Background: an optimization exercise with open tools, aiming at small area and a short achievable clock period. Do not read the settings as production practice.
The RTL was checked by simulation tests, not by an equivalence proof against the original design.

==> build 12 <==
==> flow/design.v <==
module fiveBitToAsciiDecoder(
	input [4:0] data,
	output [5:0] code
	);
	reg [4:0] lo;
	wire letter = (data < 5'd26);
	always @(*) begin
		case (data)
			5'd26: lo = 5'h00;
			5'd27: lo = 5'h0c;
			5'd28: lo = 5'h0e;
			5'd29: lo = 5'h01;
			5'd30: lo = 5'h0d;
			5'd31: lo = 5'h1f;
			default: lo = data + 5'd1;
		endcase
	end
	assign code = {letter, lo};
endmodule
module asciiToFiveBitDecoder(
	input [5:0] code,
	output reg [4:0] data
	);
	always @(*) begin
		if (code[5])
			data = code[4:0] - 5'd1;
		else
			case (code[4:0])
				5'h0c: data = 5'd27;
				5'h0e: data = 5'd28;
				5'h01: data = 5'd29;
				5'h0d: data = 5'd30;
				5'h1f: data = 5'd31;
				default: data = 5'd26;
			endcase
	end
endmodule
module charOfCode(
	input [5:0] code,
	input mode,
	output [7:0] char
	);
	assign char = {1'b0, code[5], ~code[5] | ~mode, code[4:0]};
endmodule
module random_generator(
	input  rst,
	input  clk,
	input  ena,
	output [29:0] lfsr_next
);
	reg  [29:0] lfsr_reg;
	wire        feedback;
	always @(posedge clk or posedge rst) begin
		if (rst)
			lfsr_reg <= 30'b1000000000;
		else if (ena)
			lfsr_reg <= lfsr_next;
	end
	assign feedback = lfsr_reg[29] ^ lfsr_reg[28] ^ lfsr_reg[25] ^ lfsr_reg[24];
	assign lfsr_next = {lfsr_reg[28:0], feedback};
endmodule
module teaHalfRound(
	input  [31:0] u,
	input  [31:0] v,
	input  [31:0] ka,
	input  [31:0] kb,
	input  [31:0] sum,
	output [31:0] f,
	output [31:0] vOut
);
	assign f = ((u << 4) + ka) ^ (u + sum) ^ ((u >> 5) + kb);
	assign vOut = v - f;
endmodule
module teaFixedKey(
	input mode,
	output [31:0] k0,
	output [31:0] k1
);
	assign k0 = mode ? 32'h48554c4b : 32'h48756c6b;
	assign k1 = mode ? 32'h20495320 : 32'h20697320;
endmodule
module teaLfsrKey(
	input mode,
	input [35:0] codes,
	output [31:0] k2,
	output [31:0] k3
);
	wire [7:0] c0, c1, c2, c3, c4, c5;
	charOfCode d0(.code(codes[5:0]),   .mode(mode), .char(c0));
	charOfCode d1(.code(codes[11:6]),  .mode(mode), .char(c1));
	charOfCode d2(.code(codes[17:12]), .mode(mode), .char(c2));
	charOfCode d3(.code(codes[23:18]), .mode(mode), .char(c3));
	charOfCode d4(.code(codes[29:24]), .mode(mode), .char(c4));
	charOfCode d5(.code(codes[35:30]), .mode(mode), .char(c5));
	assign k2 = {(mode ? 16'h5448 : 16'h7468), c5, c4};
	assign k3 = {c3, c2, c1, c0};
endmodule
module singleTeaBlock #(
	parameter [31:0] SUM_A = 32'hc6ef3720,
	parameter [31:0] SUM_B = 32'h28b7bd67,
	parameter LAST = 0
)(
	input clk,
	input [36:0] inLfsrState,
	input [63:0] inData,
	output reg [63:0] outData,
	output reg [36:0] outLfsrState
);
	wire [31:0] k0, k1, k2, k3, f0, f1, v0n, v1n;
	teaFixedKey fk(.mode(inLfsrState[36]), .k0(k0), .k1(k1));
	teaLfsrKey lk(.mode(inLfsrState[36]), .codes(inLfsrState[35:0]), .k2(k2), .k3(k3));
	teaHalfRound h0(.u(inData[31:0]), .v(inData[63:32]), .ka(k0), .kb(k1), .sum(SUM_A), .f(f0), .vOut(v0n));
	teaHalfRound h1(.u(v0n), .v(inData[31:0]), .ka(k2), .kb(k3), .sum(SUM_B), .f(f1), .vOut(v1n));
	always @(posedge clk) begin
		outData <= {(LAST ? v0n - 32'h25504446 : v0n), v1n};
		outLfsrState <= inLfsrState;
	end
endmodule
module pdfCheckerFsm(
	input rst,
	input clk,
	input ena,
	input match,
	output rdy
);
	reg state_reg;
	always @(posedge clk or posedge rst) begin
		if (rst)
			state_reg <= 1'b0;
		else if (ena)
			state_reg <= rdy;
	end
	assign rdy = ~state_reg & match;
endmodule
module hulkFinder(
	input clk,
	input ena,
	input rst,
	input mode,
	input [31:0] dataA, dataB,
	output [31:0] result,
	output rdy
	);
	localparam [31:0] DELTA = 32'h9e3779b9;
	localparam [31:0] SUM1  = 32'hc6ef3720;
	wire [29:0] lfsr;
	wire [63:0] data [0:32];
	wire [36:0] lfsrState [0:32];
	random_generator gen0(
		.rst(rst),
		.clk(clk),
		.ena(ena),
		.lfsr_next(lfsr)
	);
	wire [31:0] k2in, k3in, f1in, v1in;
	reg  [63:0] data1;
	reg  [36:0] lfsrState1;
	wire [35:0] codesIn;
	genvar i;
	generate
		for (i = 0; i < 6; i = i + 1) begin : enc
			fiveBitToAsciiDecoder dec(.data(lfsr[5 * i +: 5]), .code(codesIn[6 * i +: 6]));
		end
	endgenerate
	teaLfsrKey lk0(.mode(mode), .codes(codesIn), .k2(k2in), .k3(k3in));
	teaHalfRound h0(.u(dataA), .v(dataB), .ka(k2in), .kb(k3in), .sum(SUM1), .f(f1in), .vOut(v1in));
	always @(posedge clk) begin
		data1 <= {dataA, v1in};
		lfsrState1 <= {mode, codesIn};
	end
	assign data[1] = data1;
	assign lfsrState[1] = lfsrState1;
	generate
		for (i = 1; i <= 31; i = i + 1) begin : stage
			singleTeaBlock #(
				.SUM_A(SUM1 - (i - 1) * DELTA),
				.SUM_B(SUM1 - i * DELTA),
				.LAST(i == 31)
			) tea (
				.clk(clk),
				.inLfsrState(lfsrState[i]),
				.inData(data[i]),
				.outData(data[i + 1]),
				.outLfsrState(lfsrState[i + 1])
			);
		end
	endgenerate
	wire [31:0] k0out, k1out, f0out, v0unused;
	teaFixedKey fk0(.mode(lfsrState[32][36]), .k0(k0out), .k1(k1out));
	teaHalfRound h63(.u(data[32][31:0]), .v(data[32][63:32]), .ka(k0out), .kb(k1out),
		.sum(SUM1 - 31 * DELTA), .f(f0out), .vOut(v0unused));
	wire match = (f0out == data[32][63:32]) && (data[32][31:8] == 24'h2d312e);
	pdfCheckerFsm fsm0(
		.rst(rst),
		.clk(clk),
		.ena(ena),
		.match(match),
		.rdy(rdy)
	);
	wire [29:0] lfsrOut;
	generate
		for (i = 0; i < 6; i = i + 1) begin : dec
			asciiToFiveBitDecoder dec(.code(lfsrState[32][6 * i +: 6]), .data(lfsrOut[5 * i +: 5]));
		end
	endgenerate
	assign result = {1'b0, lfsrState[32][36], lfsrOut};
endmodule
==> flow/run.sh <==
#!/bin/bash
# synth_recipe.tcl (not shown) runs the flow's synth.tcl, then flattens the netlist and writes it again
# the make line also repeats each setting of config.mk as NAME=value (left out here)
make -C /OpenROAD-flow-scripts/flow DESIGN_CONFIG=/design/flow/config.mk WORK_HOME=/design/flow/orfs CLKGATE_MAP_FILE= SYNTH_SCRIPT=/design/flow/synth_recipe.tcl finish
==> flow/config.mk <==
export PLATFORM = sky130hd
export DESIGN_NAME = hulkFinder
export DESIGN_NICKNAME = hulkFinder
export VERILOG_FILES = /design/flow/design.v
export SDC_FILE = /design/flow/constraint.sdc
export NUM_CORES = 4
export LEC_CHECK = 0
export CAP_MARGIN = 20
export CORE_MARGIN = 2
export CORE_UTILIZATION = 40
export SLEW_MARGIN = 20
==> flow/constraint.sdc <==
create_clock -name core_clock -period 11.0 [get_ports {clk}]
set_input_delay 2.2000 -clock core_clock [delete_from_list [all_inputs] [get_ports {clk}]]
set_output_delay 2.2000 -clock core_clock [all_outputs]
set_load 0.01 [all_outputs]
==> inputs of build 58, as changes to build 12 <==
--- a/flow/design.v
+++ b/flow/design.v
@@ -60,4 +60,80 @@
 	assign lfsr_next = {lfsr_reg[28:0], feedback};
 endmodule
+module pfxAdd #(parameter W = 32, parameter ARCH = 1)(
+	input [W-1:0] a,
+	input [W-1:0] b,
+	input ci,
+	output [W-1:0] s
+);
+	generate
+	if (ARCH == 0) begin : beh
+		assign s = a + b + ci;
+	end else begin : pfx
+	reg [W-1:0] g, p, g2, p2, c;
+	integer l, i, j;
+	always @(*) begin
+		g = a & b;
+		p = a ^ b;
+		g[0] = g[0] | (p[0] & ci);
+		if (ARCH == 1) begin
+			for (l = 0; (1 << l) < W; l = l + 1)
+				for (i = (2 << l) - 1; i < W; i = i + (2 << l)) begin
+					g[i] = g[i] | (p[i] & g[i - (1 << l)]);
+					p[i] = p[i] & p[i - (1 << l)];
+				end
+			for (l = 5; l >= 0; l = l - 1)
+				if ((2 << l) < W)
+					for (i = 3 * (1 << l) - 1; i < W; i = i + (2 << l)) begin
+						g[i] = g[i] | (p[i] & g[i - (1 << l)]);
+						p[i] = p[i] & p[i - (1 << l)];
+					end
+		end else if (ARCH == 2) begin
+			for (i = 1; i < W; i = i + 1) begin
+				g[i] = g[i] | (p[i] & g[i - 1]);
+				p[i] = p[i] & p[i - 1];
+			end
+		end else if (ARCH == 3) begin
+			for (l = 0; (1 << l) < W; l = l + 1)
+				for (i = 0; i < W; i = i + 1)
+					if ((i >> l) & 1) begin
+						j = ((i >> l) << l) - 1;
+						g[i] = g[i] | (p[i] & g[j]);
+						p[i] = p[i] & p[j];
+					end
+		end else if (ARCH == 4) begin
+			for (i = 1; i < W; i = i + 2) begin
+				g[i] = g[i] | (p[i] & g[i - 1]);
+				p[i] = p[i] & p[i - 1];
+			end
+			for (l = 1; (1 << l) < W; l = l + 1) begin
+				g2 = g; p2 = p;
+				for (i = 1; i < W; i = i + 2)
+					if (i >= (1 << l) + 1) begin
+						g2[i] = g[i] | (p[i] & g[i - (1 << l)]);
+						p2[i] = p[i] & p[i - (1 << l)];
+					end
+				g = g2; p = p2;
+			end
+			for (i = 2; i < W; i = i + 2) begin
+				g[i] = g[i] | (p[i] & g[i - 1]);
+				p[i] = p[i] & p[i - 1];
+			end
+		end else begin
+			for (l = 0; (1 << l) < W; l = l + 1) begin
+				g2 = g; p2 = p;
+				for (i = 0; i < W; i = i + 1)
+					if (i >= (1 << l)) begin
+						g2[i] = g[i] | (p[i] & g[i - (1 << l)]);
+						p2[i] = p[i] & p[i - (1 << l)];
+					end
+				g = g2; p = p2;
+			end
+		end
+		c = {g[W-2:0], ci};
+	end
+	assign s = a ^ b ^ c;
+	end
+	endgenerate
+endmodule
 module teaHalfRound(
 	input  [31:0] u,
@@ -69,6 +145,12 @@
 	output [31:0] vOut
 );
-	assign f = ((u << 4) + ka) ^ (u + sum) ^ ((u >> 5) + kb);
-	assign vOut = v - f;
+	localparam ARCH_K = 1, ARCH_S = 3;
+	wire [31:0] a, b, c;
+	pfxAdd #(.W(28), .ARCH(ARCH_K)) ra(.a(u[27:0]), .b(ka[31:4]), .ci(1'b0), .s(a[31:4]));
+	assign a[3:0] = ka[3:0];
+	pfxAdd #(.W(32), .ARCH(ARCH_K)) rb(.a(u), .b(sum), .ci(1'b0), .s(b));
+	pfxAdd #(.W(32), .ARCH(ARCH_K)) rc(.a({5'b00000, u[31:5]}), .b(kb), .ci(1'b0), .s(c));
+	assign f = a ^ b ^ c;
+	pfxAdd #(.W(32), .ARCH(ARCH_S)) rs(.a(v), .b(~f), .ci(1'b1), .s(vOut));
 endmodule
 module teaFixedKey(
--- a/flow/config.mk
+++ b/flow/config.mk
@@ -8,4 +8,6 @@
 export CAP_MARGIN = 20
 export CORE_MARGIN = 2
-export CORE_UTILIZATION = 40
+export CORE_UTILIZATION = 65
+export PLACE_DENSITY = 0.72
+export SETUP_SLACK_MARGIN = 2.5
 export SLEW_MARGIN = 20
==> inputs of trial 13, as changes to build 12 <==
--- a/flow/design.v
+++ b/flow/design.v
@@ -60,4 +60,80 @@
 	assign lfsr_next = {lfsr_reg[28:0], feedback};
 endmodule
+module pfxAdd #(parameter W = 32, parameter ARCH = 1)(
+	input [W-1:0] a,
+	input [W-1:0] b,
+	input ci,
+	output [W-1:0] s
+);
+	generate
+	if (ARCH == 0) begin : beh
+		assign s = a + b + ci;
+	end else begin : pfx
+	reg [W-1:0] g, p, g2, p2, c;
+	integer l, i, j;
+	always @(*) begin
+		g = a & b;
+		p = a ^ b;
+		g[0] = g[0] | (p[0] & ci);
+		if (ARCH == 1) begin
+			for (l = 0; (1 << l) < W; l = l + 1)
+				for (i = (2 << l) - 1; i < W; i = i + (2 << l)) begin
+					g[i] = g[i] | (p[i] & g[i - (1 << l)]);
+					p[i] = p[i] & p[i - (1 << l)];
+				end
+			for (l = 5; l >= 0; l = l - 1)
+				if ((2 << l) < W)
+					for (i = 3 * (1 << l) - 1; i < W; i = i + (2 << l)) begin
+						g[i] = g[i] | (p[i] & g[i - (1 << l)]);
+						p[i] = p[i] & p[i - (1 << l)];
+					end
+		end else if (ARCH == 2) begin
+			for (i = 1; i < W; i = i + 1) begin
+				g[i] = g[i] | (p[i] & g[i - 1]);
+				p[i] = p[i] & p[i - 1];
+			end
+		end else if (ARCH == 3) begin
+			for (l = 0; (1 << l) < W; l = l + 1)
+				for (i = 0; i < W; i = i + 1)
+					if ((i >> l) & 1) begin
+						j = ((i >> l) << l) - 1;
+						g[i] = g[i] | (p[i] & g[j]);
+						p[i] = p[i] & p[j];
+					end
+		end else if (ARCH == 4) begin
+			for (i = 1; i < W; i = i + 2) begin
+				g[i] = g[i] | (p[i] & g[i - 1]);
+				p[i] = p[i] & p[i - 1];
+			end
+			for (l = 1; (1 << l) < W; l = l + 1) begin
+				g2 = g; p2 = p;
+				for (i = 1; i < W; i = i + 2)
+					if (i >= (1 << l) + 1) begin
+						g2[i] = g[i] | (p[i] & g[i - (1 << l)]);
+						p2[i] = p[i] & p[i - (1 << l)];
+					end
+				g = g2; p = p2;
+			end
+			for (i = 2; i < W; i = i + 2) begin
+				g[i] = g[i] | (p[i] & g[i - 1]);
+				p[i] = p[i] & p[i - 1];
+			end
+		end else begin
+			for (l = 0; (1 << l) < W; l = l + 1) begin
+				g2 = g; p2 = p;
+				for (i = 0; i < W; i = i + 1)
+					if (i >= (1 << l)) begin
+						g2[i] = g[i] | (p[i] & g[i - (1 << l)]);
+						p2[i] = p[i] & p[i - (1 << l)];
+					end
+				g = g2; p = p2;
+			end
+		end
+		c = {g[W-2:0], ci};
+	end
+	assign s = a ^ b ^ c;
+	end
+	endgenerate
+endmodule
 module teaHalfRound(
 	input  [31:0] u,
@@ -69,6 +145,12 @@
 	output [31:0] vOut
 );
-	assign f = ((u << 4) + ka) ^ (u + sum) ^ ((u >> 5) + kb);
-	assign vOut = v - f;
+	localparam ARCH_K = 1, ARCH_S = 3;
+	wire [31:0] a, b, c;
+	pfxAdd #(.W(28), .ARCH(ARCH_K)) ra(.a(u[27:0]), .b(ka[31:4]), .ci(1'b0), .s(a[31:4]));
+	assign a[3:0] = ka[3:0];
+	pfxAdd #(.W(32), .ARCH(ARCH_K)) rb(.a(u), .b(sum), .ci(1'b0), .s(b));
+	pfxAdd #(.W(32), .ARCH(ARCH_K)) rc(.a({5'b00000, u[31:5]}), .b(kb), .ci(1'b0), .s(c));
+	assign f = a ^ b ^ c;
+	pfxAdd #(.W(32), .ARCH(ARCH_S)) rs(.a(v), .b(~f), .ci(1'b1), .s(vOut));
 endmodule
 module teaFixedKey(
--- a/flow/config.mk
+++ b/flow/config.mk
@@ -6,6 +6,9 @@
 export NUM_CORES = 4
 export LEC_CHECK = 0
-export CAP_MARGIN = 20
+export CAP_MARGIN = 10
 export CORE_MARGIN = 2
-export CORE_UTILIZATION = 40
-export SLEW_MARGIN = 20
+export CORE_UTILIZATION = 55
+export CTS_BUF_LIST = sky130_fd_sc_hd__clkbuf_8
+export PLACE_DENSITY = 0.65
+export SETUP_SLACK_MARGIN = 2.0
+export SLEW_MARGIN = 10
==> inputs of build 77, as changes to build 12 <==
--- a/flow/design.v
+++ b/flow/design.v
@@ -60,4 +60,80 @@
 	assign lfsr_next = {lfsr_reg[28:0], feedback};
 endmodule
+module pfxAdd #(parameter W = 32, parameter ARCH = 1)(
+	input [W-1:0] a,
+	input [W-1:0] b,
+	input ci,
+	output [W-1:0] s
+);
+	generate
+	if (ARCH == 0) begin : beh
+		assign s = a + b + ci;
+	end else begin : pfx
+	reg [W-1:0] g, p, g2, p2, c;
+	integer l, i, j;
+	always @(*) begin
+		g = a & b;
+		p = a ^ b;
+		g[0] = g[0] | (p[0] & ci);
+		if (ARCH == 1) begin
+			for (l = 0; (1 << l) < W; l = l + 1)
+				for (i = (2 << l) - 1; i < W; i = i + (2 << l)) begin
+					g[i] = g[i] | (p[i] & g[i - (1 << l)]);
+					p[i] = p[i] & p[i - (1 << l)];
+				end
+			for (l = 5; l >= 0; l = l - 1)
+				if ((2 << l) < W)
+					for (i = 3 * (1 << l) - 1; i < W; i = i + (2 << l)) begin
+						g[i] = g[i] | (p[i] & g[i - (1 << l)]);
+						p[i] = p[i] & p[i - (1 << l)];
+					end
+		end else if (ARCH == 2) begin
+			for (i = 1; i < W; i = i + 1) begin
+				g[i] = g[i] | (p[i] & g[i - 1]);
+				p[i] = p[i] & p[i - 1];
+			end
+		end else if (ARCH == 3) begin
+			for (l = 0; (1 << l) < W; l = l + 1)
+				for (i = 0; i < W; i = i + 1)
+					if ((i >> l) & 1) begin
+						j = ((i >> l) << l) - 1;
+						g[i] = g[i] | (p[i] & g[j]);
+						p[i] = p[i] & p[j];
+					end
+		end else if (ARCH == 4) begin
+			for (i = 1; i < W; i = i + 2) begin
+				g[i] = g[i] | (p[i] & g[i - 1]);
+				p[i] = p[i] & p[i - 1];
+			end
+			for (l = 1; (1 << l) < W; l = l + 1) begin
+				g2 = g; p2 = p;
+				for (i = 1; i < W; i = i + 2)
+					if (i >= (1 << l) + 1) begin
+						g2[i] = g[i] | (p[i] & g[i - (1 << l)]);
+						p2[i] = p[i] & p[i - (1 << l)];
+					end
+				g = g2; p = p2;
+			end
+			for (i = 2; i < W; i = i + 2) begin
+				g[i] = g[i] | (p[i] & g[i - 1]);
+				p[i] = p[i] & p[i - 1];
+			end
+		end else begin
+			for (l = 0; (1 << l) < W; l = l + 1) begin
+				g2 = g; p2 = p;
+				for (i = 0; i < W; i = i + 1)
+					if (i >= (1 << l)) begin
+						g2[i] = g[i] | (p[i] & g[i - (1 << l)]);
+						p2[i] = p[i] & p[i - (1 << l)];
+					end
+				g = g2; p = p2;
+			end
+		end
+		c = {g[W-2:0], ci};
+	end
+	assign s = a ^ b ^ c;
+	end
+	endgenerate
+endmodule
 module teaHalfRound(
 	input  [31:0] u,
@@ -69,6 +145,12 @@
 	output [31:0] vOut
 );
-	assign f = ((u << 4) + ka) ^ (u + sum) ^ ((u >> 5) + kb);
-	assign vOut = v - f;
+	localparam ARCH_K = 1, ARCH_S = 3;
+	wire [31:0] a, b, c;
+	pfxAdd #(.W(28), .ARCH(ARCH_K)) ra(.a(u[27:0]), .b(ka[31:4]), .ci(1'b0), .s(a[31:4]));
+	assign a[3:0] = ka[3:0];
+	pfxAdd #(.W(32), .ARCH(ARCH_K)) rb(.a(u), .b(sum), .ci(1'b0), .s(b));
+	pfxAdd #(.W(32), .ARCH(ARCH_K)) rc(.a({5'b00000, u[31:5]}), .b(kb), .ci(1'b0), .s(c));
+	assign f = a ^ b ^ c;
+	pfxAdd #(.W(32), .ARCH(ARCH_S)) rs(.a(v), .b(~f), .ci(1'b1), .s(vOut));
 endmodule
 module teaFixedKey(
--- a/flow/config.mk
+++ b/flow/config.mk
@@ -8,4 +8,6 @@
 export CAP_MARGIN = 20
 export CORE_MARGIN = 2
-export CORE_UTILIZATION = 40
+export CORE_UTILIZATION = 55
+export PLACE_DENSITY = 0.65
+export SETUP_SLACK_MARGIN = 4.0
 export SLEW_MARGIN = 20
==> qor summary <==
Run status: build 77 timing/DRC/antenna clean; build 58 timing/DRC/antenna clean; trial 13 timing/DRC/antenna clean; build 12 timing/DRC/antenna clean
Chip height: build 77 736 um; build 58 677 um; trial 13 736 um; build 12 902 um
Unrepaired setup endpoints after global routing: build 77 true; build 58 true; trial 13 true; build 12 false
Netlist area before placement: build 77 294000 um^2; build 58 294000 um^2; trial 13 294000 um^2; build 12 322000 um^2
Initial antenna violation count: build 77 22; build 58 13; trial 13 24; build 12 31
End of the worst hold path: build 77 stage[4].tea.outLfsrState[1]$_DFF_P_; build 58 stage[23].tea.outLfsrState[31]$_DFF_P_; trial 13 stage[11].tea.outLfsrState[33]$_DFF_P_; build 12 stage[18].tea.outLfsrState[28]$_DFF_P_
Yosys cell types: build 77 140; build 58 140; trial 13 140; build 12 126
Critical-path top delay cell: build 77 sky130_fd_sc_hd__fa_2; build 58 sky130_fd_sc_hd__fa_2; trial 13 sky130_fd_sc_hd__o41a_1; build 12 sky130_fd_sc_hd__dfxtp_1
Layout area overhead: build 77 24.9%; build 58 16.1%; trial 13 12.3%; build 12 8.43%
Worst-Skew Late Latency: build 77 1.06 ns; build 58 1.05 ns; trial 13 1.33 ns; build 12 1.08 ns
Endpoint of the worst-slack reg-to-reg timing path: build 77 stage[24].tea.outData[30]$_DFF_P_; build 58 stage[24].tea.outData[31]$_DFF_P_; trial 13 stage[18].tea.outData[31]$_DFF_P_; build 12 stage[8].tea.outData[31]$_DFF_P_
Vias per inst: build 77 5.64; build 58 5.89; trial 13 5.58; build 12 5.56
Number of clock buffers inserted by TritonCTS: build 77 371; build 58 358; trial 13 587; build 12 382

-- static timing again, ports no longer ideal --
No port has a modelled driver above. Below, the same layouts with a new extraction and two added sets of constraints. Step 1: set_driving_cell puts a clkbuf_16 on clk and a buf_2 on each other input, an assumption about the parent block. Step 2 also shifts input and output timing later by t, the mid clock arrival at the registers, as if the neighbouring blocks saw the same clock. Three values: ideal ports, drivers, drivers and shift; two values: the first two.
| run | t (ns) | slack for setup (ns) | worst hold slack (ns) |
|---|---|---|---|
| build 12 | 1.162 | 1.343 / 1.343 / 1.343 | 0.355 / 0.355 / 0.355 |
| build 58 | 1.127 | 2.345 / 2.345 / 2.345 | 0.348 / 0.348 / 0.348 |
| trial 13 | 1.414 | 2.232 / 2.177 / 2.232 | 0.345 / 0.345 / 0.345 |
| build 77 | 1.150 | 2.290 / 2.290 / 2.290 | 0.342 / 0.342 / 0.342 |
After both steps setup and hold are still met in every run listed.
